Context: an optimization exercise on an open-source flow, tuned for small area, a short achievable clock period and few clock cycles. The choices shown serve that exercise and are no tape-out recipe.
Only simulation tests tie the RTL to the original design; equivalence was not proved.
Power is estimated from default activity; no workload was simulated.

== before ==
Design maze_router, start of the top module:
module maze_router (
reset		,
start		,
clk         ,
address     ,
data_in     ,
data_out    ,
cs          ,
we          ,
D);
Size in the first run: about 2,900 cells after synthesis, about 650 flip-flops, roughly 35,000 um2 of cells after synthesis.
clock: 6.5 ns
lec_check: 0
cap_margin: 20
core_margin: 2
core_utilization: 50
cts_buf_list: sky130_fd_sc_hd__clkbuf_4 sky130_fd_sc_hd__clkbuf_8
cts_cluster_size: 20
place_density: 0.65
setup_slack_margin: 3.95
slew_margin: 20
standard.sh (not shown) runs the stock make flow with config.mk's settings and CLKGATE_MAP_FILE= SYNTH_SCRIPT=/design/flow/synth_recipe.tcl, a recipe that flattens the netlist after the stock synthesis.
==> flow/flow/run.sh <==
#!/bin/bash
# Standard layout, except that the port buffers are buf_4 cells instead of
# the library's smallest (delay) buffer.
set -euo pipefail
export BUFFER_PORTS_ARGS="-buffer_cell sky130_fd_sc_hd__buf_4"
bash standard.sh > standard_flow.log 2>&1
before did not stop at any stage, and its layout met the timing, DRC and antenna checks.
Testbench counts of before, summed over its fixed seeds: cycles 25,669.
Changes in after relative to before:
Settings: CTS_BUF_LIST changed from sky130_fd_sc_hd__clkbuf_4 sky130_fd_sc_hd__clkbuf_8 to sky130_fd_sc_hd__clkbuf_8; CTS_CLUSTER_SIZE changed from 20 to 30.
## What came out
after went all the way through synthesis, placement and routing and the layout is clean on timing, DRC and antenna.
Sort after and before by power, descending, and before comes first.
after vs before: final cell count up slightly
Worst setup slack is lower on before

* * *

Setup of alpha:
maze_router, a different RTL version from the one above (not shown whole).
Size in the first run: roughly 650 flip-flops, about 30 I/O pins, about 35000 sq um of cells after synthesis.
Settings: LEC_CHECK=0, CAP_MARGIN=20, CORE_MARGIN=2, CORE_UTILIZATION=50, CTS_BUF_LIST=sky130_fd_sc_hd__clkbuf_16, CTS_CLUSTER_DIAMETER=110, CTS_CLUSTER_SIZE=24, PLACE_DENSITY=0.65, SETUP_SLACK_MARGIN=4.05, SLEW_MARGIN=20; clock period 6.5 ns.
Scripts as last shown in full above: flow/flow/run.sh
The flow did not stop early for alpha: all stages ran, and the layout cleared the timing, DRC and antenna checks.
Testbench counts of alpha, summed over its fixed seeds: cycles 25,589.
The following lists how beta was set up differently from alpha:
-- flow/config.mk --
<<< alpha, line 11
export CTS_BUF_LIST = sky130_fd_sc_hd__clkbuf_16
export CTS_CLUSTER_DIAMETER = 110
export CTS_CLUSTER_SIZE = 24
export PLACE_DENSITY = 0.65
export SETUP_SLACK_MARGIN = 4.05
export SLEW_MARGIN = 20
>>> beta, line 11
export CTS_BUF_LIST = sky130_fd_sc_hd__clkbuf_16
export CTS_CLUSTER_DIAMETER = 90
export CTS_CLUSTER_SIZE = 30
export PLACE_DENSITY = 0.65
export SETUP_SLACK_MARGIN = 3.95
export SLEW_MARGIN = 20
--- outcome ---
- The lower final core utilization came out of beta.
- Side by side, required time at the endpoint of the critical path turned out higher in beta than in alpha.
- data_out[7] as the worst setup path endpoint was reported by alpha, and naddr[4] by beta.
- Final cell area: beta below alpha
- Measured against each other, alpha and beta differ in sequential share of layout area, the higher figure coming from beta.
- Looking at alpha and beta, the clock skew is a wash.
- Relative to alpha, the number of cells upsized or downsized after cts of beta is lower by 52%.
- beta vs alpha — routed length on met2 dropped 2.5%.
--- input diff beta..gamma ---
-- flow/config.mk --
<<< beta, line 11
export CTS_BUF_LIST = sky130_fd_sc_hd__clkbuf_16
export CTS_CLUSTER_DIAMETER = 90
export CTS_CLUSTER_SIZE = 30
export PLACE_DENSITY = 0.65
export SETUP_SLACK_MARGIN = 3.95
export SLEW_MARGIN = 20
>>> gamma, line 11
export CTS_BUF_LIST = sky130_fd_sc_hd__clkbuf_16
export CTS_CLUSTER_DIAMETER = 110
export CTS_CLUSTER_SIZE = 24
export PLACE_DENSITY = 0.65
export SETUP_SLACK_MARGIN = 4.15
export SLEW_MARGIN = 20
Results
From beta to gamma the numbers moved as follows: hold slack went up 0.031 ns; count of clock-net buffers in the final layout went down 6.1%. Compared beta against gamma; instance count after placement with tap cells included within noise. gamma ends up with a global-route usage over all layers that is 1.2 points higher than in beta.

## re-timing with driven ports
Ports are ideal in the flow. The routed layouts listed here were re-timed in OpenROAD. Step 1 (the two cells are an assumption about what drives the block):
set clk [get_ports {clk}]
set_driving_cell -lib_cell sky130_fd_sc_hd__clkbuf_16 $clk
set_driving_cell -lib_cell sky130_fd_sc_hd__buf_2 [delete_from_list [all_inputs] $clk]
Step 2, shift: input delay + t, output delay - t, t = (earliest + latest rising clock arrival at the registers) / 2. This alone moves slack from input paths to output paths. a / b / c = ideal ports / drivers / drivers and shift; a / b = the first two.
run | shift t [ns] | slack for setup (ns) | worst slew at a driven data input, ns | pins driven straight from the clock port
before | 0.779 | 3.872 / 3.864 / 3.872 | 0.04 | 1
after | 0.781 | 3.893 / 3.865 / 3.867 | 0.03 | 1
alpha | 0.717 | 3.971 / 3.903 / 3.795 | 0.04 | 1
beta | 0.709 | 3.973 / 3.927 / 3.830 | 0.05 | 1
gamma | 0.718 | 3.964 / 3.916 / 3.773 | 0.06 | 1
After both steps setup and hold are still met in every run listed. The setup slack of gamma, which loses most, moves by -0.048 ns with the drivers and by -0.191 ns with both steps.
